Background: an optimization exercise with open tools, aiming at a short achievable clock period and few clock cycles. Do not read the settings as production practice.
In this exercise RTL edits were held to simulation tests only and were not proved equivalent to the original.
No activity file was given, so power comes from the tool's default toggle rates.

===== flow/design.v =====
module KSAdd #(parameter W = 32) (S, CO, A, B, CI);
output [W-1:0] S;
output         CO;
input  [W-1:0] A, B;
input          CI;
wire [W-1:0] p0 = A ^ B;
wire [W:0]   gl [0:6];
wire [W:0]   pl [0:6];
assign gl[0] = {A & B, CI};
assign pl[0] = {p0, 1'b0};
genvar l, i;
generate
  for (l = 0; l < 6; l = l + 1) begin : lev
    for (i = 0; i <= W; i = i + 1) begin : bit_
      if (i >= (1 << l)) begin : comb
        PGCell pg (gl[l+1][i], pl[l+1][i], gl[l][i], pl[l][i], gl[l][i - (1 << l)], pl[l][i - (1 << l)]);
      end else begin : pass
        assign gl[l+1][i] = gl[l][i];
        assign pl[l+1][i] = pl[l][i];
      end
    end
  end
endgenerate
assign S  = p0 ^ gl[6][W-1:0];
assign CO = gl[6][W];
endmodule
module PGCell(g, p, gh, ph, gl, pl);
output g, p;
input  gh, ph, gl, pl;
assign g = gh | (ph & gl);
assign p = ph & pl;
endmodule
module PipelinedMIPS(Clk,Rst,imem_addr,imem_rdata,dmem_addr,dmem_wdata,dmem_we,dmem_rdata);
input Clk,Rst;
output [31:0] imem_addr;
input  [31:0] imem_rdata;
output [31:0] dmem_addr;
output [31:0] dmem_wdata;
output        dmem_we;
input  [31:0] dmem_rdata;
localparam BI = 6;                  
localparam BN = 1 << BI;
reg  [31:2] pc;
reg  [BN-1:0] bp_v;                 
reg  [BN-1:0] bp_t;                 
reg  [BN-1:0] bp_s;                 
reg         d_v;
reg  [31:0] d_ins;
reg  [31:1] d_rso, d_rto;           
reg  [31:2] d_pc4;
reg  [BI-1:0] d_pci;
reg         d_pred;                 
reg         d_near;                 
reg         e_v;
reg  [31:0] e_a, e_b, e_sd;
reg         e_fa, e_fb, e_fs;
reg         e_and, e_or, e_nor, e_sll, e_srl, e_sra;
reg         e_add_nn, e_add_fn, e_add_nf, e_add_ff, e_sub_nn, e_sub_fn, e_sub_nf;
reg         e_slt_nn, e_slt_fn, e_slt_nf;
reg  [4:0]  e_sh;
reg  [4:0]  e_dst;
reg         e_rw, e_ld, e_st, e_br, e_beq, e_meq, e_mne;
reg         e_fa2, e_fb2, e_short;
reg  [31:2] e_rtgt;
reg  [BI-1:0] e_pci;
reg  [31:0] m_res, m_sd;
reg  [4:0]  m_dst;
reg         m_rw, m_ld, m_we;
reg  [31:0] rf [1:31];
integer k;
wire [31:0] fi = imem_rdata;
wire        f_j  = (fi[31:26] == 6'h02);
wire        f_br = (fi[31:27] == 5'b00010);           
wire [31:5] pch  = pc[31:5];
wire [31:5] pchi = pc[31:5] + 27'd1;
wire [3:0]  pcl4 = {1'b0, pc[4:2]} + 4'd1;
wire [31:2] pc4  = {pcl4[3] ? pchi : pch, pcl4[2:0]};
wire [31:2] f_jtgt = {pc4[31:28], fi[25:0]};
wire [3:0]  nl4 = {1'b0, pc[4:2]} + {1'b0, fi[2:0]} + 4'd1;
wire [31:2] f_near = {nl4[3] ? pchi : pch, nl4[2:0]};
wire [BI-1:0] f_pci = pc[BI+1:2];
wire        f_pred = f_br && (bp_v[f_pci] ? bp_t[f_pci] : fi[15]);
wire        f_tnear = bp_v[f_pci] && bp_t[f_pci] && bp_s[f_pci];
wire [31:2] f_npc;
FetchSel fsel_u (f_npc, fi[31:26], f_jtgt, f_tnear, f_near, pc4);
reg  [31:1] f_rso, f_rto;
always @(*) begin
  for (k = 1; k < 32; k = k + 1) begin
    f_rso[k] = (fi[25:21] == k);
    f_rto[k] = (fi[20:16] == k);
  end
end
wire [5:0]  op  = d_ins[31:26];
wire [4:0]  rs  = d_ins[25:21];
wire [4:0]  rt  = d_ins[20:16];
wire [4:0]  rd  = d_ins[15:11];
wire [5:0]  fn  = d_ins[5:0];
wire [15:0] imm = d_ins[15:0];
wire is_r    = (op == 6'h00);
wire is_addi = (op == 6'h08);
wire is_slti = (op == 6'h0A);
wire is_andi = (op == 6'h0C);
wire is_ori  = (op == 6'h0D);
wire is_lw   = (op == 6'h23);
wire is_sw   = (op == 6'h2B);
wire is_beq  = (op == 6'h04);
wire is_bne  = (op == 6'h05);
wire is_br   = is_beq | is_bne;
wire is_ialu = is_addi | is_slti | is_andi | is_ori;
wire is_shift = is_r && (fn == 6'h00 || fn == 6'h02 || fn == 6'h03);
wire uses_rs = (is_r && !is_shift) || is_ialu || is_lw || is_sw || is_br;
wire uses_rt = is_r || is_sw || is_br;
wire use_imm = is_ialu || is_lw || is_sw;
wire [4:0] d_dst = is_r ? rd : (is_ialu || is_lw) ? rt : 5'd0;
wire [31:0] sext  = {{16{imm[15]}}, imm};
wire [31:0] d_imm = (is_andi || is_ori) ? {16'd0, imm} : sext;
wire [31:0] m_val = m_ld ? dmem_rdata : m_res;
reg  [31:0] rs_rf, rt_rf;
always @(*) begin
  rs_rf = 32'd0;
  rt_rf = 32'd0;
  for (k = 1; k < 32; k = k + 1) begin
    rs_rf = rs_rf | ({32{d_rso[k]}} & rf[k]);
    rt_rf = rt_rf | ({32{d_rto[k]}} & rf[k]);
  end
end
wire [31:0] rs_val = (m_rw && m_dst == rs) ? m_val : rs_rf;
wire [31:0] rt_val = (m_rw && m_dst == rt) ? m_val : rt_rf;
wire fwd_s = e_v && e_rw && (e_dst == rs);
wire fwd_t = e_v && e_rw && (e_dst == rt);
wire fwd_b = fwd_t && !use_imm;
wire d_add = (is_r && fn == 6'h20) || is_addi || is_lw || is_sw;
wire d_sub = is_r && fn == 6'h22;
wire d_slt = (is_r && fn == 6'h2A) || is_slti;
wire stall = d_v && e_ld && ((uses_rs && fwd_s) || (uses_rt && fwd_t));
wire [31:2] d_btgt;
wire        d_btgt_co;
KSAdd #(30) btgt_u (d_btgt, d_btgt_co, d_pc4, {{14{imm[15]}}, imm}, 1'b0);
wire        d_short = (imm[15:3] == 13'd0);
wire        d_redir = d_v && d_pred && !(d_near && d_short);
wire [31:0] A  = e_fa ? m_res : e_a;
wire [31:0] B  = e_fb ? m_res : e_b;
wire [31:0] SD = e_fs ? m_res : e_sd;
wire [31:0] s_nn, s_fn, s_nf, d_nn, d_fn, d_nf;
wire        c0, c1, c2, c3, c4, c5;
KSAdd #(32) add_nn (s_nn, c0, e_a,   e_b,    1'b0);
KSAdd #(32) add_fn (s_fn, c1, m_res, e_b,    1'b0);
KSAdd #(32) add_nf (s_nf, c2, e_a,   m_res,  1'b0);
KSAdd #(32) sub_nn (d_nn, c3, e_a,   ~e_b,   1'b1);
KSAdd #(32) sub_fn (d_fn, c4, m_res, ~e_b,   1'b1);
KSAdd #(32) sub_nf (d_nf, c5, e_a,   ~m_res, 1'b1);
wire lt_nn = (e_a[31]   != e_b[31])   ? e_a[31]   : d_nn[31];
wire lt_fn = (m_res[31] != e_b[31])   ? m_res[31] : d_fn[31];
wire lt_nf = (e_a[31]   != m_res[31]) ? e_a[31]   : d_nf[31];
wire [31:0] shl  = B << e_sh;
wire [63:0] shx  = {{32{e_sra & B[31]}}, B} >> e_sh;
wire [31:0] shr  = shx[31:0];
wire [31:0] res_o = ({32{e_add_ff}} & {m_res[30:0], 1'b0}) |
                    ({32{e_and}} & (A & B)) | ({32{e_or}} & (A | B)) | ({32{e_nor}} & ~(A | B)) |
                    ({32{e_sll}} & shl) | ({32{e_srl | e_sra}} & shr);
wire [31:0] res;
ResMux resmux_u (res, res_o,
                 e_add_nn, s_nn, e_add_fn, s_fn, e_add_nf, s_nf,
                 e_sub_nn, d_nn, e_sub_fn, d_fn, e_sub_nf, d_nf,
                 e_slt_nn, lt_nn, e_slt_fn, lt_fn, e_slt_nf, lt_nf);
wire eq00, eq10, eq01;
Eq32 eq00_u (eq00, e_a, e_b);
Eq32 eq10_u (eq10, m_res, e_b);
Eq32 eq01_u (eq01, e_a, m_res);
wire eq    = e_fa2 ? (e_fb2 ? 1'b1 : eq10) : (e_fb2 ? eq01 : eq00);
wire e_mis = e_v && (eq ? e_meq : e_mne);
wire taken = eq ? e_beq : !e_beq;
assign imem_addr  = {pc, 2'b00};
assign dmem_addr  = m_res;
assign dmem_wdata = m_sd;
assign dmem_we    = m_we;
wire [31:2] pc_next;
PcSel pcsel_u (pc_next, Rst, e_mis, e_rtgt, stall, pc, d_redir, d_btgt, f_npc);
always @(posedge Clk)
  pc <= pc_next;
always @(posedge Clk) begin
  if (Rst || e_mis || (d_redir && !stall))
    d_v <= 1'b0;
  else if (!stall)
    d_v <= 1'b1;
  if (!stall) begin
    d_ins  <= fi;
    d_rso  <= f_rso;
    d_rto  <= f_rto;
    d_pc4  <= pc4;
    d_pci  <= f_pci;
    d_pred <= f_pred;
    d_near <= f_tnear && f_br;
  end
end
always @(posedge Clk) begin
  if (Rst || e_mis || stall)
    e_v <= 1'b0;
  else
    e_v <= d_v;
  e_rw  <= (d_dst != 5'd0);
  e_st  <= is_sw;
  e_br  <= is_br;
  e_meq <= is_br && (is_beq ^ d_pred);
  e_mne <= is_br && (is_bne ^ d_pred);
  e_fa2 <= fwd_s && is_br;
  e_fb2 <= fwd_t && is_br;
  e_a   <= rs_val;
  e_b   <= use_imm ? d_imm : rt_val;
  e_sd  <= rt_val;
  e_fa  <= fwd_s;
  e_fb  <= fwd_b;
  e_fs  <= fwd_t;
  e_add_nn <= d_add && !fwd_s && !fwd_b;
  e_add_fn <= d_add &&  fwd_s && !fwd_b;
  e_add_nf <= d_add && !fwd_s &&  fwd_b;
  e_add_ff <= d_add &&  fwd_s &&  fwd_b;
  e_sub_nn <= d_sub && !fwd_s && !fwd_b;
  e_sub_fn <= d_sub &&  fwd_s && !fwd_b;
  e_sub_nf <= d_sub && !fwd_s &&  fwd_b;
  e_slt_nn <= d_slt && !fwd_s && !fwd_b;
  e_slt_fn <= d_slt &&  fwd_s && !fwd_b;
  e_slt_nf <= d_slt && !fwd_s &&  fwd_b;
  e_and <= (is_r && fn == 6'h24) || is_andi;
  e_or  <= (is_r && fn == 6'h25) || is_ori;
  e_nor <= is_r && fn == 6'h27;
  e_sll <= is_r && fn == 6'h00;
  e_srl <= is_r && fn == 6'h02;
  e_sra <= is_r && fn == 6'h03;
  e_sh  <= d_ins[10:6];
  e_dst <= d_dst;
  e_ld  <= is_lw;
  e_beq <= is_beq;
  e_rtgt <= d_pred ? d_pc4 : d_btgt;
  e_short <= d_short;
  e_pci <= d_pci;
end
always @(posedge Clk) begin
  if (Rst) begin
    m_rw <= 1'b0;
    m_we <= 1'b0;
  end else begin
    m_rw <= e_v && e_rw;
    m_we <= e_v && e_st;
  end
  m_ld  <= e_ld;
  m_res <= res;
  m_sd  <= SD;
  m_dst <= e_dst;
end
always @(posedge Clk) begin
  if (m_rw)
    rf[m_dst] <= m_val;
end
reg          u_en, u_t, u_s;
reg [BI-1:0] u_i;
always @(posedge Clk) begin
  u_en <= !Rst && e_v && e_br;
  u_t  <= taken;
  u_s  <= e_short;
  u_i  <= e_pci;
end
always @(posedge Clk) begin
  if (Rst)
    bp_v <= {BN{1'b0}};
  else if (u_en)
    bp_v[u_i] <= 1'b1;
  if (u_en) begin
    bp_t[u_i] <= u_t;
    bp_s[u_i] <= u_s;
  end
end
endmodule
module FetchSel(npc, op, jtgt, tnear, near, pc4);
output [31:2] npc;
input  [5:0]  op;
input  [31:2] jtgt, near, pc4;
input         tnear;
wire j  = (op == 6'h02);
wire br = (op[5:1] == 5'b00010);
assign npc = j ? jtgt : (br && tnear) ? near : pc4;
endmodule
module PcSel(npc, rst, emis, etgt, stall, pc, dredir, dtgt, fnpc);
output [31:2] npc;
input         rst, emis, stall, dredir;
input  [31:2] etgt, pc, dtgt, fnpc;
assign npc = rst ? 30'd0 : emis ? etgt : stall ? pc : dredir ? dtgt : fnpc;
endmodule
module Eq32(eq, a, b);
output eq;
input [31:0] a, b;
assign eq = (a == b);
endmodule
module ResMux(res, other, a0, s0, a1, s1, a2, s2, b0, d0, b1, d1, b2, d2, c0, l0, c1, l1, c2, l2);
output [31:0] res;
input  [31:0] other, s0, s1, s2, d0, d1, d2;
input         a0, a1, a2, b0, b1, b2, c0, c1, c2, l0, l1, l2;
assign res = other | ({32{a0}} & s0) | ({32{a1}} & s1) | ({32{a2}} & s2) |
             ({32{b0}} & d0) | ({32{b1}} & d1) | ({32{b2}} & d2) |
             {31'd0, (c0 & l0) | (c1 & l1) | (c2 & l2)};
endmodule

===== flow/flow/run.sh =====
#!/bin/bash
# Standard ORFS layout, with timing repair pushed past the 10 ns target (setup margin) and
# without the full-adder cell mapping, whose cells split the adders into slow ripple chains.
set -euo pipefail
bash standard.sh SETUP_SLACK_MARGIN=6.7 ADDER_MAP_FILE= finish > flow_make.log 2>&1

===== flow/standard.sh =====
#!/bin/bash
# synth_recipe.tcl (not shown) runs the flow's synth.tcl, then flattens the netlist and writes it again
# the make line also repeats each setting of config.mk as NAME=value (left out here)
make -C /OpenROAD-flow-scripts/flow DESIGN_CONFIG=/design/flow/config.mk WORK_HOME=/design/flow/orfs CLKGATE_MAP_FILE= SYNTH_SCRIPT=/design/flow/synth_recipe.tcl "${@:-finish}"

===== flow/config.mk =====
export PLATFORM = sky130hd
export DESIGN_NAME = PipelinedMIPS
export DESIGN_NICKNAME = PipelinedMIPS
export VERILOG_FILES = /design/flow/design.v
export SDC_FILE = /design/flow/constraint.sdc
export NUM_CORES = 4
export LEC_CHECK = 0
export CAP_MARGIN = 40
export CORE_MARGIN = 2
export CORE_UTILIZATION = 40
export SLEW_MARGIN = 40
export SYNTH_HIERARCHICAL = 1

===== flow/constraint.sdc =====
create_clock -name core_clock -period 10.0 [get_ports {Clk}]
set_input_delay 2.0000 -clock core_clock [delete_from_list [all_inputs] [get_ports {Clk}]]
set_output_delay 2.0000 -clock core_clock [all_outputs]
set_load 0.01 [all_outputs]

==> results of run 1 <==
## power by group through the flow
| stage | combinational, mW | clock, mW | sequential (mW) |
|---|---|---|---|
| final | 5.13 | 6.70 | 7.51 |
| after global routing | 5.20 | 6.94 | 7.51 |
| after CTS | 4.77 | 6.71 | 7.50 |
| after detailed placement | 4.39 | 0 | 7.69 |
| after global placement | 4.39 | 0 | 7.69 |
| after floorplan | 2.64 | 0 | 7.69 |
## sequential cells by signal (all words and copies together) (netlist names), 6 cells and up
signal	cells
e_sd	32
d_pci	6
d_ins	32
u_i	6
e_b	32
e_rtgt	30
d_rto	31
m_sd	32
bp_v	64
d_pc4	30
d_rso	31
pc	30
m_res	32
bp_s	64
e_a	32
bp_t	64
e_pci	6
rf	992
## worst min-delay path by stage
stage                   from  endpoint  slack [ps]  cells past startpoint
floorplan           e_pci[0]    u_i[0]         310                      0
global placement    e_pci[5]    u_i[5]         310                      0
detailed placement  e_pci[4]    u_i[4]         310                      0
CTS                 e_pci[1]    u_i[1]         330                      0
global route        e_pci[3]    u_i[3]         340                      0
finish               e_short       u_s         330                      0
## routing by layer
layer	vias up	part of all wire	track usage	wire length [microns]
li1	32000	-	-	-
met1	40100	0.34	0.464	161000
met2	8206	0.41	0.550	193000
met3	2476	0.15	0.149	72400
met4	12	0.097	0.283	46100
met5	-	0.00038	0.00551	179
## per-stage QoR
step / std cells / util
floorplan: 7949 / -
global placement: 10900 / 0.427
detailed placement: 11000 / 0.428
CTS: 11500 / 0.469
global route: 11600 / 0.475
finish: 11600 / 0.475
## layout make-up
class | instances | share of cell area
multi-input cells | 5776 | 0.432
clock inverters | 90 | 0.0101
flip-flops and latches | 1600 | 0.407
clock buffers | 224 | 0.0426
inverters | 122 | 0.00545
repair buffers | 708 | 0.0673
repair inverters | 9 | 0.000612
diodes | 26 | 0.000589
well taps | 3043 | 0.0345
## placed cells by master, fill, tap and decap left out, types with 78 or more instances in the layout
cell	count
a221oi_1	454
xor3_1	222
nand2_1	275
a21o_1	903
mux2_2	179
clkbuf_16	179
o21ai_0	131
nand3_1	92
nand4_1	184
a222oi_1	95
xor2_1	292
edfxtp_1	1252
a22o_1	458
and2_2	215
mux4_2	78
mux2i_1	153
dfxtp_1	219
buf_6	159
buf_4	366
dfxtp_4	89
a21oi_1	183
nor3_1	136
and2_1	685
nor2_1	265
## what timing repair did
item | CTS | global route
resized for setup | 952 | 207
endpoints found under the setup margin | 393 | 554
cloned | 23 | 10
pin swaps | 28 | 44
setup buffers | 217 | 28
==> impl_metrics.toml, run 1 <==
[run_status]
status = "finished clean"

[placed_design]
place_ws_ps = 5160
gp_congestion = 1.02
io_buffer_count = 160
hpwlAfterDp_microns = 287000
post_dp_cell_area_sq_mm = 0.0995

[floorplan]
initial_core_util = 0.402
ios = 163
rows = 177
dieArea_sq_mm = 0.237
die_h_microns = 487
die_w_microns = 487
core_area_sq_mm = 0.232

[pwr]
p_comb_frac = 0.265
p_per_area_mw_per_mm2 = 175
finalPower_mw = 19.3
pwr-share-clk = 0.346
switching_share = 0.315
power.internal_mw = 13.3
pwr-share-seq = 0.388
leakage_nw = 45.8
peakVddDrop_uv = 186
p_sw_mw = 6.09

[setup_path]
cp_num_buf_inv = 6
cpMostUsedCell = "buf_12"
crit_end = "pc[18]"
r2r_slack_ps = 6380
rr_worst_depth = 17
critPathLaunchType = "register"
cp_cell_sequence = "buf_4 -> inv_1 -> nor2_1 -> a41oi_2 -> a22oi_2 -> o211ai_1 -> or3_4 -> nor2b_4 -> buf_12 -> nand3b_1 -> buf_6 -> buf_12 -> buf_16 -> o21ai_2 -> a31oi_1 -> mux2i_1 -> o221ai_2"
cp-end-kind = "register"
r2r-end = "pc[18]"
critPathMaxStageDelay_ps = 440
critPathTopFamily = "simple AND/OR/NAND/NOR gates"
cp_max_fo = 8
required_ps = 10720
worstSetupStartpoint = "pc[6]"
cp.depth = 17
r2r_start = "pc[6]"
arrival_ps = 4330
path_class = "register to register"
crit_slowest_cell = "or3_4"

[global_route]
grt_pass1_vias = 78100
grt_pass1_wl_microns = 633000
grt_max_degree = 80
overflow = 0
grt_use_total = 0.383
antenna_found_initial = 24

[detailed_routing]
drt_iter0_drc = 16600
via_per_inst = 7.14
routed-via-count = 82800
wirelength_microns = 473000
drc = 0
firstDrtPassIters = 14
ant_nets = 0
wire_per_inst_microns = 40.8

[cts]
cts_tree = "yes"
path_clk_slew_ps = 60
clkSinkCount = 1600
cts_buffers = 169
cts_root_buffer = "clkbuf_16"
cts-htree-levels = 4
cts.path.max_buffers = 3
hold_buffers = 0
clkLatencyLatePin_ps = 860

[sta]
fin_crit_ps = 3620
setup_viol = 0
final-hold-violation-count = 0
slew-limit-headroom = 0.297
clock_skew_ps = 33.0
post-route-period-util = 0.362
setup_tns_ps = 0
fmax_mhz = 277
slew_violations = 0
rsz0062_at_grt = "yes"
tightest_slew_ps = 1050
holdWs_ps = 328
setup_ws_ps = 6380

[final_layout]
fill_cells = 20600
nets = 8452
area_growth_pct = 18.4
drive_gt1_frac = 0.215
multi_input_area_sq_mm = 0.0477
register_area_sq_mm = 0.0449
final_cell_area_sq_mm = 0.110

[synth]
syn_avg_cell_area_sq_um = 11.8
synthCells = 7907
syn_area_sq_mm = 0.0933
yosys_warnings = 9

[run]
maxCapViolations = 0

[min_path]
hp-class = "register to register"
Testbench counts, summed over its fixed seeds: cycles 30,107.
==> run 2, diff against run 1 <==
--- a/flow/design.v
+++ b/flow/design.v
@@ -1,33 +1,45 @@
-module KSAdd #(parameter W = 32) (S, CO, A, B, CI);
+module KSAdd #(parameter W = 32) (S, CM, A, B, CI);
 output [W-1:0] S;
-output         CO;
+output         CM;                 
 input  [W-1:0] A, B;
 input          CI;
+localparam L = (W > 32) ? 6 : (W > 16) ? 5 : (W > 8) ? 4 : 3;
 wire [W-1:0] p0 = A ^ B;
-wire [W:0]   gl [0:6];
-wire [W:0]   pl [0:6];
-assign gl[0] = {A & B, CI};
-assign pl[0] = {p0, 1'b0};
+wire [W-1:0] gl [0:L];
+wire [W-1:0] pl [0:L];
+assign gl[0] = {A[W-2:0] & B[W-2:0], CI};
+assign pl[0] = {p0[W-2:0], 1'b0};
 genvar l, i;
 generate
-  for (l = 0; l < 6; l = l + 1) begin : lev
-    for (i = 0; i <= W; i = i + 1) begin : bit_
+  for (l = 0; l < L; l = l + 1) begin : lev
+    for (i = 0; i < W; i = i + 1) begin : bit_
       if (i >= (1 << l)) begin : comb
-        PGCell pg (gl[l+1][i], pl[l+1][i], gl[l][i], pl[l][i], gl[l][i - (1 << l)], pl[l][i - (1 << l)]);
+        if (l % 2 == 0) begin : n
+          PGCellN pg (gl[l+1][i], pl[l+1][i], gl[l][i], pl[l][i], gl[l][i - (1 << l)], pl[l][i - (1 << l)]);
+        end else begin : p
+          PGCellP pg (gl[l+1][i], pl[l+1][i], gl[l][i], pl[l][i], gl[l][i - (1 << l)], pl[l][i - (1 << l)]);
+        end
       end else begin : pass
-        assign gl[l+1][i] = gl[l][i];
-        assign pl[l+1][i] = pl[l][i];
+        assign gl[l+1][i] = ~gl[l][i];
+        assign pl[l+1][i] = ~pl[l][i];
       end
     end
   end
 endgenerate
-assign S  = p0 ^ gl[6][W-1:0];
-assign CO = gl[6][W];
+wire [W-1:0] c = (L % 2 == 1) ? ~gl[L] : gl[L];
+assign S  = p0 ^ c;
+assign CM = c[W-1];
 endmodule
-module PGCell(g, p, gh, ph, gl, pl);
-output g, p;
+module PGCellN(gn, pn, gh, ph, gl, pl);
+output gn, pn;
 input  gh, ph, gl, pl;
-assign g = gh | (ph & gl);
-assign p = ph & pl;
+assign gn = ~(gh | (ph & gl));
+assign pn = ~(ph & pl);
+endmodule
+module PGCellP(g, p, ghn, phn, gln, pln);
+output g, p;
+input  ghn, phn, gln, pln;
+assign g = ~(ghn & (phn | gln));
+assign p = ~(phn | pln);
 endmodule
 module PipelinedMIPS(Clk,Rst,imem_addr,imem_rdata,dmem_addr,dmem_wdata,dmem_we,dmem_rdata);
@@ -45,4 +57,5 @@
 reg  [BN-1:0] bp_t;                 
 reg  [BN-1:0] bp_s;                 
+reg  [4*BN-1:0] bp_n;               
 reg         d_v;
 reg  [31:0] d_ins;
@@ -52,4 +65,5 @@
 reg         d_pred;                 
 reg         d_near;                 
+reg  [3:0]  d_nl;
 reg         e_v;
 reg  [31:0] e_a, e_b, e_sd;
@@ -62,4 +76,5 @@
 reg         e_rw, e_ld, e_st, e_br, e_beq, e_meq, e_mne;
 reg         e_fa2, e_fb2, e_short;
+reg  [3:0]  e_t4;
 reg  [31:2] e_rtgt;
 reg  [BI-1:0] e_pci;
@@ -77,11 +92,13 @@
 wire [31:2] pc4  = {pcl4[3] ? pchi : pch, pcl4[2:0]};
 wire [31:2] f_jtgt = {pc4[31:28], fi[25:0]};
-wire [3:0]  nl4 = {1'b0, pc[4:2]} + {1'b0, fi[2:0]} + 4'd1;
-wire [31:2] f_near = {nl4[3] ? pchi : pch, nl4[2:0]};
 wire [BI-1:0] f_pci = pc[BI+1:2];
 wire        f_pred = f_br && (bp_v[f_pci] ? bp_t[f_pci] : fi[15]);
 wire        f_tnear = bp_v[f_pci] && bp_t[f_pci] && bp_s[f_pci];
+wire [3:0]  f_nl = bp_n[4*f_pci +: 4];
 wire [31:2] f_npc;
-FetchSel fsel_u (f_npc, fi[31:26], f_jtgt, f_tnear, f_near, pc4);
+wire [31:2] f_near = {f_nl[3] ? pchi : pch, f_nl[2:0]};
+FetchSel #(10) fsel_h (f_npc[31:22], fi[31:26], f_tnear, f_jtgt[31:22], f_near[31:22], pc4[31:22]);
+FetchSel #(10) fsel_m (f_npc[21:12], fi[31:26], f_tnear, f_jtgt[21:12], f_near[21:12], pc4[21:12]);
+FetchSel #(10) fsel_l (f_npc[11:2],  fi[31:26], f_tnear, f_jtgt[11:2],  f_near[11:2],  pc4[11:2]);
 reg  [31:1] f_rso, f_rto;
 always @(*) begin
@@ -135,22 +152,23 @@
 wire stall = d_v && e_ld && ((uses_rs && fwd_s) || (uses_rt && fwd_t));
 wire [31:2] d_btgt;
-wire        d_btgt_co;
-KSAdd #(30) btgt_u (d_btgt, d_btgt_co, d_pc4, {{14{imm[15]}}, imm}, 1'b0);
+wire        d_btgt_cm;
+KSAdd #(30) btgt_u (d_btgt, d_btgt_cm, d_pc4, {{14{imm[15]}}, imm}, 1'b0);
 wire        d_short = (imm[15:3] == 13'd0);
-wire        d_redir = d_v && d_pred && !(d_near && d_short);
+wire [3:0]  d_t4 = {1'b0, d_pci[2:0]} + {1'b0, imm[2:0]} + 4'd1;
+wire        d_redir = d_v && d_pred && !(d_near && d_short && d_nl == d_t4);
 wire [31:0] A  = e_fa ? m_res : e_a;
 wire [31:0] B  = e_fb ? m_res : e_b;
 wire [31:0] SD = e_fs ? m_res : e_sd;
 wire [31:0] s_nn, s_fn, s_nf, d_nn, d_fn, d_nf;
-wire        c0, c1, c2, c3, c4, c5;
-KSAdd #(32) add_nn (s_nn, c0, e_a,   e_b,    1'b0);
-KSAdd #(32) add_fn (s_fn, c1, m_res, e_b,    1'b0);
-KSAdd #(32) add_nf (s_nf, c2, e_a,   m_res,  1'b0);
-KSAdd #(32) sub_nn (d_nn, c3, e_a,   ~e_b,   1'b1);
-KSAdd #(32) sub_fn (d_fn, c4, m_res, ~e_b,   1'b1);
-KSAdd #(32) sub_nf (d_nf, c5, e_a,   ~m_res, 1'b1);
-wire lt_nn = (e_a[31]   != e_b[31])   ? e_a[31]   : d_nn[31];
-wire lt_fn = (m_res[31] != e_b[31])   ? m_res[31] : d_fn[31];
-wire lt_nf = (e_a[31]   != m_res[31]) ? e_a[31]   : d_nf[31];
+wire        m0, m1, m2, m3, m4, m5;
+KSAdd #(32) add_nn (s_nn, m0, e_a,   e_b,    1'b0);
+KSAdd #(32) add_fn (s_fn, m1, m_res, e_b,    1'b0);
+KSAdd #(32) add_nf (s_nf, m2, e_a,   m_res,  1'b0);
+KSAdd #(32) sub_nn (d_nn, m3, e_a,   ~e_b,   1'b1);
+KSAdd #(32) sub_fn (d_fn, m4, m_res, ~e_b,   1'b1);
+KSAdd #(32) sub_nf (d_nf, m5, e_a,   ~m_res, 1'b1);
+wire lt_nn = (e_a[31]   != e_b[31])   ? e_a[31]   : !m3;
+wire lt_fn = (m_res[31] != e_b[31])   ? m_res[31] : !m4;
+wire lt_nf = (e_a[31]   != m_res[31]) ? e_a[31]   : !m5;
 wire [31:0] shl  = B << e_sh;
 wire [63:0] shx  = {{32{e_sra & B[31]}}, B} >> e_sh;
@@ -176,5 +194,7 @@
 assign dmem_we    = m_we;
 wire [31:2] pc_next;
-PcSel pcsel_u (pc_next, Rst, e_mis, e_rtgt, stall, pc, d_redir, d_btgt, f_npc);
+PcSel #(10) pcsel_h (pc_next[31:22], Rst, e_mis, e_rtgt[31:22], stall, pc[31:22], d_redir, d_btgt[31:22], f_npc[31:22]);
+PcSel #(10) pcsel_m (pc_next[21:12], Rst, e_mis, e_rtgt[21:12], stall, pc[21:12], d_redir, d_btgt[21:12], f_npc[21:12]);
+PcSel #(10) pcsel_l (pc_next[11:2],  Rst, e_mis, e_rtgt[11:2],  stall, pc[11:2],  d_redir, d_btgt[11:2],  f_npc[11:2]);
 always @(posedge Clk)
   pc <= pc_next;
@@ -192,4 +212,5 @@
     d_pred <= f_pred;
     d_near <= f_tnear && f_br;
+    d_nl   <= f_nl;
   end
 end
@@ -234,4 +255,5 @@
   e_rtgt <= d_pred ? d_pc4 : d_btgt;
   e_short <= d_short;
+  e_t4 <= d_t4;
   e_pci <= d_pci;
 end
@@ -254,4 +276,5 @@
 end
 reg          u_en, u_t, u_s;
+reg [3:0]    u_t4;
 reg [BI-1:0] u_i;
 always @(posedge Clk) begin
@@ -259,4 +282,5 @@
   u_t  <= taken;
   u_s  <= e_short;
+  u_t4 <= e_t4;
   u_i  <= e_pci;
 end
@@ -269,21 +293,22 @@
     bp_t[u_i] <= u_t;
     bp_s[u_i] <= u_s;
+    bp_n[4*u_i +: 4] <= u_t4;
   end
 end
 endmodule
-module FetchSel(npc, op, jtgt, tnear, near, pc4);
-output [31:2] npc;
-input  [5:0]  op;
-input  [31:2] jtgt, near, pc4;
-input         tnear;
+module FetchSel #(parameter W = 30) (npc, op, tnear, jtgt, near, pc4);
+output [W-1:0] npc;
+input  [5:0]   op;
+input          tnear;
+input  [W-1:0] jtgt, near, pc4;
 wire j  = (op == 6'h02);
 wire br = (op[5:1] == 5'b00010);
 assign npc = j ? jtgt : (br && tnear) ? near : pc4;
 endmodule
-module PcSel(npc, rst, emis, etgt, stall, pc, dredir, dtgt, fnpc);
-output [31:2] npc;
-input         rst, emis, stall, dredir;
-input  [31:2] etgt, pc, dtgt, fnpc;
-assign npc = rst ? 30'd0 : emis ? etgt : stall ? pc : dredir ? dtgt : fnpc;
+module PcSel #(parameter W = 30) (npc, rst, emis, etgt, stall, pc, dredir, dtgt, fnpc);
+output [W-1:0] npc;
+input          rst, emis, stall, dredir;
+input  [W-1:0] etgt, pc, dtgt, fnpc;
+assign npc = rst ? {W{1'b0}} : emis ? etgt : stall ? pc : dredir ? dtgt : fnpc;
 endmodule
 module Eq32(eq, a, b);
==> flow/flow/run.sh (replaced) <==
#!/bin/bash
set -euo pipefail
bash standard.sh SETUP_SLACK_MARGIN=6.7 ADDER_MAP_FILE= \
  "BUFFER_PORTS_ARGS=-buffer_cell sky130_fd_sc_hd__buf_6" finish > flow_make.log 2>&1
==> impl_metrics.toml, run 2 <==
[run_status]
status = "finished clean"

[detailed_routing]
wire_per_inst_microns = 38.6
routed-via-count = 90200
wirelength_microns = 500000
drc = 0
ant_nets = 0
drt_iter0_drc = 16400
firstDrtPassIters = 11
via_per_inst = 6.98

[setup_path]
critPathMaxStageDelay_ps = 570
rr_worst_depth = 17
arrival_ps = 4430
cp-end-kind = "register"
required_ps = 10750
path_class = "register to register"
r2r_slack_ps = 6320
r2r_start = "pc[2]"
crit_slowest_cell = "or4_4"
cp_cell_sequence = "buf_16 -> buf_8 -> buf_6 -> mux2i_1 -> a221o_1 -> a31oi_2 -> a211oi_2 -> or4_4 -> nor3_4 -> buf_12 -> buf_12 -> nand3b_1 -> buf_6 -> o21ai_2 -> a2bb2oi_2 -> mux2i_1 -> o221ai_2"
r2r-end = "pc[11]"
crit_end = "pc[11]"
cp_num_buf_inv = 6
critPathLaunchType = "register"
cp_max_fo = 8
critPathTopFamily = "compound AO/OA/AOI/OAI gates"
cp.depth = 17
worstSetupStartpoint = "pc[2]"

[floorplan]
die_h_microns = 521
initial_core_util = 0.403
core_area_sq_mm = 0.265
ios = 163
dieArea_sq_mm = 0.271
die_w_microns = 521
rows = 189

[final_layout]
fill_cells = 23600
drive_gt1_frac = 0.341
layout_commonest_cell = "edfxtp_1"
area_growth_pct = 18.2
fin_util = 0.476
top_register = "rf"
top_regs = "rf (992), bp_n (256)"
final_cell_mix = "edfxtp_1, nand2_1, nor2_1"
largest_register_ff_count = 992
nets = 9271

[sta]
rsz0062_at_grt = "yes"
fin_crit_ps = 3680
slew-limit-headroom = 0.248
holdWs_ps = 319
post-route-period-util = 0.368
slew_violations = 0
setup_tns_ps = 0
setup_viol = 0
tightest_slew_ps = 1130
fmax_mhz = 272
clock_skew_ps = 105
final-hold-violation-count = 0
setup_ws_ps = 6320

[min_path]
hold_path_depth = 0
hp-class = "register to register"

[global_route]
grt_use_total = 0.353
grt_pass1_wl_microns = 677000
grt_use_met3 = 0.120
overflow = 0
grt_pass1_vias = 84500
grt_busiest_layer = "met2"
grt_max_degree = 105
met1_usage = 0.436
globalRouteMet2Util = 0.521
antenna_found_initial = 35

[cts]
cts-htree-levels = 4
cts_buffers = 205
path_clk_slew_ps = 60
clkSinkCount = 1868
clkLatencyLatePin_ps = 930
cts.path.max_buffers = 4
cts_tree = "yes"
cts_root_buffer = "clkbuf_16"
hold_buffers = 0

[pwr]
pwr-share-clk = 0.343
p_per_area_mw_per_mm2 = 174
peakVddDrop_uv = 162
leakage_nw = 44.0
pwr-share-seq = 0.398
p_comb_frac = 0.259
power.internal_mw = 14.9
p_sw_mw = 7.03
switching_share = 0.321

[run]
maxCapViolations = 0

[synth]
syn_avg_cell_area_sq_um = 12.3
syn_area_sq_mm = 0.107
yosys_warnings = 9
synthCells = 8706

[placed_design]
place_ws_ps = 5090
hpwlAfterDp_microns = 297000
gp_congestion = 1.04
io_buffer_count = 160
[run 2: what timing repair did]
| action | 4_1_cts | 5_1_grt |
|---|---|---|
| cloned | 17 | 5 |
| resized for setup | 428 | 271 |
| pin swaps | 60 | 99 |
| buffers inserted | 213 | 92 |
| setup endpoints to repair | 273 | 390 |
[run 2: worst min-delay path by stage]
stage / from / end / slack, ps
floorplan: e_pci[0] / u_i[0] / 310
global placement: e_short / u_s / 310
detailed placement: e_pci[1] / u_i[1] / 310
CTS: e_dst[1] / m_dst[1] / 320
global route: e_short / u_s / 330
finish: e_pci[5] / u_i[5] / 320
[run 2: worst register-to-register path, delay by kind of cell (launching register included)]
| family | cells | cell delay, ps |
|---|---|---|
| AO/OA/AOI/OAI | 6 | 1090 |
| buffers and inverters | 6 | 880 |
| AND/OR/NAND/NOR | 3 | 870 |
| multiplexers | 2 | 280 |
| flip-flops | 1 | 420 |
[run 2: per-stage QoR]
step                      instances  power [mW]  cell area (sq um)
final                         12900        21.9             126000
after global routing          12900        22.3             126000
after CTS                     12800        21.4             124000
after detailed placement      12200        13.8             114000
after floorplan                8741        12.0             107000
after global placement        12200        13.8             113000
[run 2: final cells by class]
class / count / area [sq um] / area share
multi-input combinational: 6150 / 53000 / 0.420
sequential: 1868 / 52900 / 0.419
inverter: 199 / 891 / 0.00706
tap: 3533 / 4420 / 0.0350
timing repair buffer: 780 / 8450 / 0.0670
antenna: 22 / 55.1 / 0.000436
clock inverter: 96 / 898 / 0.00712
clock buffer: 278 / 5600 / 0.0443
timing repair inverter: 1 / 5.00 / 0.0000397
[run 2: layer usage]
metal / vias up / share of wire
li1: 35300 / -
met1: 44300 / 0.35
met2: 8239 / 0.42
met3: 2335 / 0.14
met4: 28 / 0.088
met5: - / 0.00067
[run 2: power by group through the flow]
stage,Combinational (mW),Clock (mW),Sequential [mW]
after floorplan,3.02,0,8.95
after global placement,4.88,0,8.90
after detailed placement,4.90,0,8.91
after CTS,5.19,7.52,8.71
after global routing,5.78,7.83,8.72
final,5.67,7.52,8.72
Testbench counts of run 2, summed over its fixed seeds: cycles 30,119.
==> run 3, diff against run 2 <==
--- a/flow/design.v
+++ b/flow/design.v
@@ -54,11 +54,13 @@
 localparam BN = 1 << BI;
 reg  [31:2] pc;
+reg  [BI+1:2] pcx;                  
 reg  [BN-1:0] bp_v;                 
 reg  [BN-1:0] bp_t;                 
-reg  [BN-1:0] bp_s;                 
+reg  [BN-1:0] bp_tn;                
 reg  [4*BN-1:0] bp_n;               
 reg         d_v;
 reg  [31:0] d_ins;
 reg  [31:1] d_rso, d_rto;           
+reg         d_wts, d_wtt;           
 reg  [31:2] d_pc4;
 reg  [BI-1:0] d_pci;
@@ -93,7 +95,8 @@
 wire [31:2] f_jtgt = {pc4[31:28], fi[25:0]};
 wire [BI-1:0] f_pci = pc[BI+1:2];
-wire        f_pred = f_br && (bp_v[f_pci] ? bp_t[f_pci] : fi[15]);
-wire        f_tnear = bp_v[f_pci] && bp_t[f_pci] && bp_s[f_pci];
-wire [3:0]  f_nl = bp_n[4*f_pci +: 4];
+wire [BI-1:0] f_tix = pcx;          
+wire        f_pred = f_br && (bp_v[f_tix] ? bp_t[f_tix] : fi[15]);
+wire        f_tnear = bp_tn[f_tix];
+wire [3:0]  f_nl = bp_n[4*f_tix +: 4];
 wire [31:2] f_npc;
 wire [31:2] f_near = {f_nl[3] ? pchi : pch, f_nl[2:0]};
@@ -142,6 +145,6 @@
   end
 end
-wire [31:0] rs_val = (m_rw && m_dst == rs) ? m_val : rs_rf;
-wire [31:0] rt_val = (m_rw && m_dst == rt) ? m_val : rt_rf;
+wire [31:0] rs_val = d_wts ? m_val : rs_rf;
+wire [31:0] rt_val = d_wtt ? m_val : rt_rf;
 wire fwd_s = e_v && e_rw && (e_dst == rs);
 wire fwd_t = e_v && e_rw && (e_dst == rt);
@@ -197,6 +200,10 @@
 PcSel #(10) pcsel_m (pc_next[21:12], Rst, e_mis, e_rtgt[21:12], stall, pc[21:12], d_redir, d_btgt[21:12], f_npc[21:12]);
 PcSel #(10) pcsel_l (pc_next[11:2],  Rst, e_mis, e_rtgt[11:2],  stall, pc[11:2],  d_redir, d_btgt[11:2],  f_npc[11:2]);
-always @(posedge Clk)
-  pc <= pc_next;
+wire [BI+1:2] pcx_next;
+PcSel #(BI) pcsel_x (pcx_next, 1'b0, e_mis, e_rtgt[BI+1:2], stall, pcx, d_redir, d_btgt[BI+1:2], f_npc[BI+1:2]);
+always @(posedge Clk) begin
+  pc  <= pc_next;
+  pcx <= pcx_next;
+end
 always @(posedge Clk) begin
   if (Rst || e_mis || (d_redir && !stall))
@@ -204,4 +211,11 @@
   else if (!stall)
     d_v <= 1'b1;
+  if (stall) begin
+    d_wts <= !Rst && e_v && e_rw && (e_dst == rs);
+    d_wtt <= !Rst && e_v && e_rw && (e_dst == rt);
+  end else begin
+    d_wts <= !Rst && e_v && e_rw && (e_dst == fi[25:21]);
+    d_wtt <= !Rst && e_v && e_rw && (e_dst == fi[20:16]);
+  end
   if (!stall) begin
     d_ins  <= fi;
@@ -210,5 +224,5 @@
     d_pc4  <= pc4;
     d_pci  <= f_pci;
-    d_pred <= f_pred;
+    d_pred <= f_pred || (f_tnear && f_br);
     d_near <= f_tnear && f_br;
     d_nl   <= f_nl;
@@ -286,11 +300,13 @@
 end
 always @(posedge Clk) begin
-  if (Rst)
-    bp_v <= {BN{1'b0}};
-  else if (u_en)
-    bp_v[u_i] <= 1'b1;
+  if (Rst) begin
+    bp_v  <= {BN{1'b0}};
+    bp_tn <= {BN{1'b0}};
+  end else if (u_en) begin
+    bp_v[u_i]  <= 1'b1;
+    bp_tn[u_i] <= u_t && u_s;
+  end
   if (u_en) begin
     bp_t[u_i] <= u_t;
-    bp_s[u_i] <= u_s;
     bp_n[4*u_i +: 4] <= u_t4;
   end
==> impl_metrics.toml, run 3 <==
[final_layout]
drive_gt1_frac = 0.330
layout_commonest_cell = "edfxtp_1"
top_regs = "rf (992), bp_n (256)"
largest_register_ff_count = 992
final_cell_mix = "edfxtp_1, nand2_1, nor2_1"
area_growth_pct = 18.8
nets = 9651
top_register = "rf"

[sta]
tightest_slew_ps = 1070
rsz0062_at_grt = "yes"
slew_violations = 0
setup_viol = 0
fmax_mhz = 282
setup_tns_ps = 0
slew-limit-headroom = 0.284
fin_crit_ps = 3550
final-hold-violation-count = 0
post-route-period-util = 0.355
clock_skew_ps = 123
holdWs_ps = 327

[cts]
cts-htree-levels = 4
hold_buffers = 0
cts.path.max_buffers = 4
cts_tree = "yes"
clkLatencyLatePin_ps = 940
clkSinkCount = 1876
path_clk_slew_ps = 70
cts_buffers = 204
cts_root_buffer = "clkbuf_16"

[run_status]
status = "finished clean"

[setup_path]
cp_cell_sequence = "buf_12 -> buf_6"
arrival_ps = 1550
path_class = "register to output pin"
cp_max_fo = 2
worstSetupStartpoint = "m_res[17]"
required_ps = 8000
critPathMaxStageDelay_ps = 370
r2r_start = "d_rto[7]"
crit_slowest_cell = "dfxtp_4"
cp-end-kind = "output pin"
critPathLaunchType = "register"

[detailed_routing]
wirelength_microns = 522000
drc = 0
ant_nets = 0
wire_per_inst_microns = 39.2
firstDrtPassIters = 13
drt_iter0_drc = 17600
via_per_inst = 6.98
routed-via-count = 93000

[global_route]
antenna_found_initial = 29
grt_pass1_vias = 87200
grt_pass1_wl_microns = 702000
overflow = 0
grt_max_degree = 96
grt_use_total = 0.367

[floorplan]
die_w_microns = 522
rows = 190
ios = 163
core_area_sq_mm = 0.267
die_h_microns = 522
initial_core_util = 0.401
dieArea_sq_mm = 0.272

[min_path]
hp-class = "register to register"
hold_start = "e_t4[0]"

[pwr]
p_sw_mw = 7.24
p_comb_frac = 0.260
p_per_area_mw_per_mm2 = 177
pwr-share-seq = 0.388
switching_share = 0.321
leakage_nw = 44.3
peakVddDrop_uv = 172
power.internal_mw = 15.3
pwr-share-clk = 0.353

[placed_design]
io_buffer_count = 160
gp_congestion = 1.04
hpwlAfterDp_microns = 316000

[run]
maxCapViolations = 0

[synth]
syn_area_sq_mm = 0.107
syn_avg_cell_area_sq_um = 11.8
yosys_warnings = 9
synthCells = 9073
run 3: final timing paths:
check	endpoint	slack [ps]	cells after the start
min reg2reg	u_t4[0]	330	0
max reg2reg	e_b[15]	6460	7
min	u_t4[0]	330	0
max	dmem_addr[17]	6450	2
run 3: metrics by stage:
stage	std cells	power, mW	area, sq um	setup slack [ps]	utilization
floorplan	9116	12.0	108000	6230	-
global placement	12600	13.9	114000	4750	0.426
detailed placement	12600	14.0	114000	4980	0.428
CTS	13200	22.1	125000	6440	0.469
global route	13300	22.9	127000	6440	0.477
finish	13300	22.5	127000	6450	0.477
run 3: routing by layer:
metal,share of wire,track usage,vias up
li1,-,-,36300
met1,0.36,0.476,45700
met2,0.40,0.512,8750
met3,0.15,0.130,2244
met4,0.084,0.241,22
met5,0.00047,0,-
run 3: timing repair:
item / 4_1_cts / 5_1_grt
endpoints found under the setup margin: 255 / 165
gates resized for setup: 476 / 232
cloned: 19 / 11
setup buffers: 212 / 58
pin swaps: 30 / 118
run 3: power groups by stage:
stage,clock [mW],sequential [mW],combinational (mW)
final,7.95,8.74,5.85
after global routing,8.25,8.74,5.95
after CTS,7.96,8.73,5.44
after detailed placement,0,8.94,5.01
after global placement,0,8.94,4.99
after floorplan,0,8.96,3.05
run 3: final cells by class:
type	count	area, sq um
Inverter	199	858
Clock inverter	89	1050
Multi-Input combinational cell	6528	54300
Tap cell	3552	4440
Clock buffer	281	5840
Sequential cell	1876	52400
Timing Repair Buffer	776	8550
Antenna cell	18	45.0
Fill cell	23800	140000
run 3: worst max-delay path: cells and delay by family (launching register included):
| kind | cells | cell delay [ps] |
|---|---|---|
| buffers and inverters | 2 | 260 |
| DFF | 1 | 370 |
Testbench counts of run 3, summed over its fixed seeds: cycles 30,119.
==> run 4, diff against run 3 <==
--- a/flow/design.v
+++ b/flow/design.v
@@ -54,4 +54,5 @@
 localparam BN = 1 << BI;
 reg  [31:2] pc;
+reg  [31:2] pco;                    
 reg  [BI+1:2] pcx;                  
 reg  [BN-1:0] bp_v;                 
@@ -82,4 +83,5 @@
 reg  [BI-1:0] e_pci;
 reg  [31:0] m_res, m_sd;
+reg  [31:0] m_addr;                 
 reg  [4:0]  m_dst;
 reg         m_rw, m_ld, m_we;
@@ -192,6 +194,6 @@
 wire e_mis = e_v && (eq ? e_meq : e_mne);
 wire taken = eq ? e_beq : !e_beq;
-assign imem_addr  = {pc, 2'b00};
-assign dmem_addr  = m_res;
+assign imem_addr  = {pco, 2'b00};
+assign dmem_addr  = m_addr;
 assign dmem_wdata = m_sd;
 assign dmem_we    = m_we;
@@ -202,7 +204,12 @@
 wire [BI+1:2] pcx_next;
 PcSel #(BI) pcsel_x (pcx_next, 1'b0, e_mis, e_rtgt[BI+1:2], stall, pcx, d_redir, d_btgt[BI+1:2], f_npc[BI+1:2]);
+wire [31:2] pco_next;
+PcSel #(10) pcselo_h (pco_next[31:22], Rst, e_mis, e_rtgt[31:22], stall, pco[31:22], d_redir, d_btgt[31:22], f_npc[31:22]);
+PcSel #(10) pcselo_m (pco_next[21:12], Rst, e_mis, e_rtgt[21:12], stall, pco[21:12], d_redir, d_btgt[21:12], f_npc[21:12]);
+PcSel #(10) pcselo_l (pco_next[11:2],  Rst, e_mis, e_rtgt[11:2],  stall, pco[11:2],  d_redir, d_btgt[11:2],  f_npc[11:2]);
 always @(posedge Clk) begin
   pc  <= pc_next;
   pcx <= pcx_next;
+  pco <= pco_next;
 end
 always @(posedge Clk) begin
@@ -282,4 +289,5 @@
   m_ld  <= e_ld;
   m_res <= res;
+  m_addr <= e_fa ? s_fn : s_nn;
   m_sd  <= SD;
   m_dst <= e_dst;
==> impl_metrics.toml, run 4 <==
[cts]
cts_tree = "yes"
cts.path.max_buffers = 4
cts-htree-levels = 4
cts_buffers = 215
cts_root_buffer = "clkbuf_16"
path_clk_slew_ps = 60
clkLatencyLatePin_ps = 960
clkSinkCount = 1938

[setup_path]
cp-end-kind = "register"
r2r-end = "e_b[23]"
rr_worst_depth = 7
cp_max_fo = 25
r2r_start = "d_rto[2]"
path_class = "register to register"
crit_end = "e_b[23]"
required_ps = 10750
worstSetupStartpoint = "d_rto[2]"
r2r_slack_ps = 6530
critPathLaunchType = "register"
arrival_ps = 4220

[global_route]
grt_max_degree = 141
overflow = 0
grt_use_total = 0.359
antenna_found_initial = 27
grt_pass1_vias = 88100
grt_pass1_wl_microns = 706000

[pwr]
p_sw_mw = 7.60
p_per_area_mw_per_mm2 = 182
switching_share = 0.323
finalPower_mw = 23.5
pwr-share-clk = 0.355
p_comb_frac = 0.257
peakVddDrop_uv = 196
power.internal_mw = 15.9
leakage_nw = 44.6
pwr-share-seq = 0.389

[run_status]
status = "finished clean"

[synth]
synthCells = 9250
syn_avg_cell_area_sq_um = 11.9
syn_area_sq_mm = 0.110
yosys_warnings = 9

[min_path]
hp-class = "register to register"

[placed_design]
gp_congestion = 0.997
io_buffer_count = 160
hpwlAfterDp_microns = 324000
place_ws_ps = 5600

[floorplan]
die_h_microns = 528
dieArea_sq_mm = 0.279
die_w_microns = 528
core_area_sq_mm = 0.274
rows = 192
initial_core_util = 0.402
ios = 163

[sta]
setup_tns_ps = 0
rsz0062_at_grt = "yes"
post-route-period-util = 0.347
fin_crit_ps = 3470
setup_ws_ps = 6530
slew_violations = 0
fmax_mhz = 288
slew-limit-headroom = 0.302
setup_viol = 0
final-hold-violation-count = 0
clock_skew_ps = 118
tightest_slew_ps = 1050

[final_layout]
final_cell_mix = "edfxtp_1, nand2_1, nor2_1"
top_regs = "rf (992), bp_n (256)"
fin_util = 0.472
area_growth_pct = 17.4
drive_gt1_frac = 0.324
layout_commonest_cell = "edfxtp_1"
top_register = "rf"
nets = 9720
largest_register_ff_count = 992

[detailed_routing]
drt_iter0_drc = 16100
wirelength_microns = 521000
routed-via-count = 92600
firstDrtPassIters = 12
wire_per_inst_microns = 38.7
ant_nets = 0
via_per_inst = 6.88
drc = 0

[run]
maxCapViolations = 0
[run 4: layout make-up]
cell class / count / area (sq um)
Fill cell: 24400 / 145000
Clock inverter: 103 / 1330
Inverter: 207 / 852
Timing Repair Buffer: 679 / 7450
Multi-Input combinational cell: 6613 / 55300
Clock buffer: 301 / 6020
Antenna cell: 27 / 67.6
Tap cell: 3589 / 4490
Sequential cell: 1938 / 53600
[run 4: layer usage]
layer	wire (microns)	global-route usage
met5	191	0.00398
met4	47300	0.258
met3	72800	0.113
met2	216000	0.523
met1	185000	0.449
[run 4: worst min-delay path by stage]
stage	slack, ps	endpoint	cells after the start	from
after floorplan	310	u_i[0]	0	e_pci[0]
after global placement	310	u_t4[2]	0	e_t4[2]
after detailed placement	310	u_i[1]	0	e_pci[1]
after CTS	330	u_t4[1]	0	e_t4[1]
after global routing	340	u_t4[0]	0	e_t4[0]
final	320	u_t4[1]	0	e_t4[1]
[run 4: timing repair]
item	CTS	global route
pin swaps	56	91
hold buffers	0	0
gates cloned	24	3
endpoints found under the setup margin	332	205
endpoints found under the hold margin	0	0
gates resized for setup	408	180
buffers inserted	120	51
[run 4: critical path, cell delays in order (launching register included)]
cell and delay [ps]:
edfxtp_1 700, buf_4 520, a22o_1 320, a221oi_1 310, nand4_1 170, nor3_1 630, a21oi_1 320, a21o_1 360
[run 4: power groups by stage]
stage                     combinational [mW]  sequential [mW]  clock (mW)
final                                   6.03             9.14        8.34
after global routing                    6.15             9.15        8.69
after CTS                               5.68             9.13        8.37
after detailed placement                5.39             9.30           0
after global placement                  5.35             9.30           0
after floorplan                         3.15             9.34           0
[run 4: per-stage QoR]
| step | hold slack [ps] | instance area [sq um] | cells |
|---|---|---|---|
| CTS | 326 | 128000 | 13400 |
| finish | 321 | 129000 | 13500 |
| global placement | 313 | 117000 | 12800 |
| detailed placement | 312 | 117000 | 12800 |
| floorplan | 310 | 110000 | 9293 |
| global route | 336 | 129000 | 13400 |
Testbench counts of run 4, summed over its fixed seeds: cycles 30,119.
==> run 5, diff against run 4 <==
==> flow/flow/run.sh (replaced) <==
#!/bin/bash
set -euo pipefail
bash standard.sh SETUP_SLACK_MARGIN=6.7 ADDER_MAP_FILE= MATCH_CELL_FOOTPRINT=0 \
  "BUFFER_PORTS_ARGS=-buffer_cell sky130_fd_sc_hd__buf_6" finish > flow_make.log 2>&1
==> impl_metrics.toml, run 5 <==
[floorplan]
initial_core_util = 0.402
die_w_microns = 528
die_h_microns = 528
core_area_sq_mm = 0.274
ios = 163
rows = 192
dieArea_sq_mm = 0.279

[setup_path]
cp-end-kind = "output pin"
critPathLaunchType = "register"
arrival_ps = 1490
cp_num_buf_inv = 1
critPathMaxStageDelay_ps = 400
r2r-end = "m_res[26]"
cp_cell_sequence = "buf_6"
required_ps = 8000
critPathTopFamily = "flip-flops"
r2r_slack_ps = 6560
path_class = "register to output pin"
rr_worst_depth = 10
cp_max_fo = 2
crit_slowest_cell = "dfxtp_4"
r2r_start = "e_b[8]"

[cts]
cts_buffers = 211
cts_root_buffer = "clkbuf_16"
clkLatencyLatePin_ps = 960
cts.path.max_buffers = 4
cts-htree-levels = 4
cts_tree = "yes"
hold_buffers = 0
clkSinkCount = 1938
path_clk_slew_ps = 60

[detailed_routing]
firstDrtPassIters = 12
routed-via-count = 92400
wirelength_microns = 510000
ant_nets = 0
wire_per_inst_microns = 38.1
drc = 0
via_per_inst = 6.91
drt_iter0_drc = 16900

[global_route]
grt_use_total = 0.351
overflow = 0
grt_max_degree = 117
grt_pass1_vias = 87600
antenna_found_initial = 29
grt_pass1_wl_microns = 694000

[sta]
setup_tns_ps = 0
slew_violations = 0
rsz0062_at_grt = "yes"
slew-limit-headroom = 0.276
post-route-period-util = 0.349
holdWs_ps = 326
setup_ws_ps = 6510
final-hold-violation-count = 0
clock_skew_ps = 79.2
fin_crit_ps = 3490
setup_viol = 0
tightest_slew_ps = 1090
fmax_mhz = 287

[synth]
yosys_warnings = 9
syn_avg_cell_area_sq_um = 11.9
synthCells = 9250
syn_area_sq_mm = 0.110

[placed_design]
gp_congestion = 1.04
place_ws_ps = 5640
dp_cells = 12800
hpwlAfterDp_microns = 324000
io_buffer_count = 160

[pwr]
peakVddDrop_uv = 152
p_per_area_mw_per_mm2 = 182
leakage_nw = 44.1

[final_layout]
largest_register_ff_count = 992
drive_gt1_frac = 0.317
fill_cells = 24400
fin_util = 0.467
final_cell_mix = "edfxtp_1, nand2_1, nor2_1"
layout_commonest_cell = "edfxtp_1"
nets = 9654
top_register = "rf"
finalNonFillerCells = 13400
area_growth_pct = 16.2
top_regs = "rf (992), bp_n (256)"

[min_path]
holdPathEnd = "u_t4[0]"
hold_path_depth = 0
hp-class = "register to register"
hold_start = "e_t4[0]"

[run]
maxCapViolations = 0

[run_status]
status = "finished clean"
[run 5: cell count changes in the layout (fill, tap and decap cells not counted), moves of 11 or more]
cell       change
clkbuf_16     +14
buf_8         -11
buf_4         -26
clkbuf_8      -13
clkinv_2      +14
clkbuf_1      -20
[run 5: layout make-up]
cell class | instances | area, sq um | share of cell area
multi-input cells | 6612 | 55000 | 0.430
flip-flops and latches | 1938 | 53600 | 0.419
repair buffers | 618 | 6640 | 0.0519
clock buffers | 272 | 5850 | 0.0458
well taps | 3589 | 4490 | 0.0351
clock inverters | 118 | 1360 | 0.0107
inverters | 207 | 840 | 0.00656
diodes | 28 | 70.1 | 0.000548
[run 5: per-layer routing]
metal / share of wire / GRT usage / up-vias
met1: 0.35 / 0.438 / 45100
met4: 0.087 / 0.235 / 12
li1: - / - / 36600
met2: 0.42 / 0.512 / 8284
met3: 0.14 / 0.122 / 2343
met5: 0.00029 / 0.00242 / -
[run 5: stage by stage]
stage,area [sq um],total power [mW]
floorplan,110000,12.5
global placement,117000,14.6
detailed placement,117000,14.7
CTS,126000,23.0
global route,128000,23.8
finish,128000,23.3
[run 5: repair_timing]
action                     4_1_cts  5_1_grt
buffers inserted                64       43
gates resized for setup        309      200
pin swaps                       31       78
gates cloned                    18        6
setup endpoints to repair      265      190
[run 5: how the worst max path moves through the flow]
stage,to,from,slack [ps],cells past startpoint
2_1_floorplan,pc[11],d_ins[2],6190,10
3_3_place_gp,pcx[5],pcx[2],5310,13
3_5_place_dp,pcx[5],pcx[2],5640,14
4_1_cts,imem_addr[3],pco[3],6510,1
5_1_grt,imem_addr[3],pco[3],6490,1
6_report,imem_addr[6],pco[6],6510,1
[run 5: where the power goes]
group	switching, mW	internal, mW
Combinational	3.74	2.13
Sequential	0.276	8.89
Clock	3.51	4.77
Total	7.53	15.8
==> run 6, diff against run 5 <==
--- a/flow/design.v
+++ b/flow/design.v
@@ -51,5 +51,5 @@
 output        dmem_we;
 input  [31:0] dmem_rdata;
-localparam BI = 6;                  
+localparam BI = 5;                  
 localparam BN = 1 << BI;
 reg  [31:2] pc;
==> impl_metrics.toml, run 6 <==
[global_route]
grt_use_total = 0.396
antenna_found_initial = 35
overflow = 0
grt_max_degree = 147
grt_pass1_wl_microns = 705000
grt_pass1_vias = 83700

[sta]
setup_tns_ps = 0
tightest_slew_ps = 1070
post-route-period-util = 0.345
slew-limit-headroom = 0.285
clock_skew_ps = 94.4
slew_violations = 0
setup_viol = 0
rsz0062_at_grt = "yes"
fmax_mhz = 290
final-hold-violation-count = 0
fin_crit_ps = 3450

[setup_path]
required_ps = 10660
cp-end-kind = "register"
path_class = "register to register"
cp_max_fo = 6
arrival_ps = 4110
critPathLaunchType = "register"

[detailed_routing]
drc = 0
via_per_inst = 7.01
wirelength_microns = 534000
ant_nets = 0
wire_per_inst_microns = 42.0
routed-via-count = 89300
firstDrtPassIters = 13
drt_iter0_drc = 16300

[cts]
cts-htree-levels = 4
clkLatencyLatePin_ps = 900
cts_root_buffer = "clkbuf_16"
clkSinkCount = 1710
cts.path.max_buffers = 3
path_clk_slew_ps = 60
cts_buffers = 190
hold_buffers = 0
cts_tree = "yes"

[pwr]
power.internal_mw = 14.7
p_sw_mw = 7.60
p_comb_frac = 0.292
p_per_area_mw_per_mm2 = 183
peakVddDrop_uv = 205
pwr-share-clk = 0.346
pwr-share-seq = 0.362
leakage_nw = 42.5
switching_share = 0.340

[final_layout]
drive_gt1_frac = 0.345
nets = 9265
layout_commonest_cell = "edfxtp_1"
finalNonFillerCells = 12700
largest_register_ff_count = 992
area_growth_pct = 20.9
final_cell_mix = "edfxtp_1, nand2_1, a21oi_2"
top_register = "rf"
top_regs = "rf (992), bp_n (128)"

[floorplan]
ios = 163
die_w_microns = 507
initial_core_util = 0.402
core_area_sq_mm = 0.251
die_h_microns = 507
dieArea_sq_mm = 0.257
rows = 184

[synth]
synthCells = 8664
syn_area_sq_mm = 0.101
syn_avg_cell_area_sq_um = 11.7
yosys_warnings = 9

[placed_design]
io_buffer_count = 160
gp_congestion = 1.02
hpwlAfterDp_microns = 341000
dp_cells = 12000

[run]
maxCapViolations = 0

[min_path]
hp-class = "register to register"

[run_status]
status = "finished clean"
-- run 6: area by class of cell --
class	instances	area [sq um]
timing repair buffer	841	9230
sequential	1710	47300
inverter	186	861
multi-input combinational	6270	53700
tap	3348	4190
clock inverter	139	1800
clock buffer	220	5010
fill	22300	129000
antenna	23	57.6
-- run 6: power groups by stage --
stage | Sequential, mW | Combinational (mW) | Clock, mW
after detailed placement | 8.21 | 5.54 | 0
after global placement | 8.21 | 5.55 | 0
final | 8.09 | 6.52 | 7.71
after CTS | 8.08 | 5.85 | 7.73
after floorplan | 8.32 | 3.11 | 0
after global routing | 8.10 | 6.61 | 7.99
-- run 6: timing repair --
action	4_1_cts	5_1_grt
endpoints found under the setup margin	267	205
pin swaps	34	103
gates resized for setup	474	323
cloned	18	20
buffers inserted	91	185
-- run 6: critical path, cell delays in order, from the launching register on --
cell      delay, ps
dfxtp_4         400
buf_12          170
buf_4           170
buf_12          150
a221oi_1        320
mux2i_1         230
o311ai_1        300
nor3_2          500
nand3_1         490
a21oi_1         310
nand3_1         200
-- run 6: metal layers --
layer  global-route usage  up-vias  part of all wire
li1                     -    34800                 -
met1                0.512    44600              0.37
met2                0.556     7912              0.40
met3                0.143     1967              0.14
met4                0.257       28             0.085
met5             0.000926        -           0.00054
-- run 6: final timing paths --
check | from | to | slack (ps) | cells past startpoint
min reg2reg | e_pci[3] | u_i[3] | 320 | 0
min | e_pci[3] | u_i[3] | 320 | 0
max | m_res[7] | m_res[7] | 6550 | 10
max reg2reg | m_res[7] | m_res[7] | 6550 | 10
-- run 6: through the flow --
step / power [mW] / utilization / hold slack (ps) / area (sq um) / worst slack (ps)
2_1_floorplan: 11.4 / - / 310 / 101000 / 6720
3_3_place_gp: 13.8 / 0.429 / 314 / 108000 / 5330
3_5_place_dp: 13.8 / 0.431 / 312 / 108000 / 5480
4_1_cts: 21.7 / 0.470 / 325 / 118000 / 6580
5_1_grt: 22.7 / 0.486 / 332 / 122000 / 6590
6_report: 22.3 / 0.486 / 323 / 122000 / 6550
Testbench counts of run 6, summed over its fixed seeds: cycles 30,312.

[afterwards: timing with drivers on the ports]
In the flow no input, the clock included, has a driving cell. The finished layouts below were timed again as built, in two steps.
Step 1, drivers: a clkbuf_16 drives Clk and a buf_2 each remaining input, both assumed.
Step 2 adds t to the input delays and takes it off the output delays; t is the mean of the earliest and latest rising clock arrival at the registers after step 1. Input paths then give back, and output paths get back, about the clock's delay inside the block.
Three values: no drivers, after step 1, after step 2; two values: the first two.
run | t, ns | setup slack, ns | worst setup path at the end | worst slew at a driven data input, ns | pins driven straight from the clock port
run 1 | 0.921 | 6.385 / 6.385 / 5.654 | input to register | 0.12 | 1
run 2 | 0.966 | 6.324 / 6.249 / 5.811 | input to register | 0.21 | 1
run 3 | 0.973 | 6.450 / 6.352 / 5.743 | input to register | 0.06 | 1
run 4 | 1.014 | 6.527 / 6.434 / 5.691 | input to register | 0.16 | 1
run 5 | 1.010 | 6.515 / 6.431 / 5.760 | input to register | 0.15 | 1
run 6 | 0.952 | 6.548 / 6.526 / 5.840 | input to register | 0.10 | 1
After both steps every run listed still meets setup and hold. For run 4, which loses most, drivers alone change the setup slack by -0.093 ns; drivers and shift together by -0.836 ns.
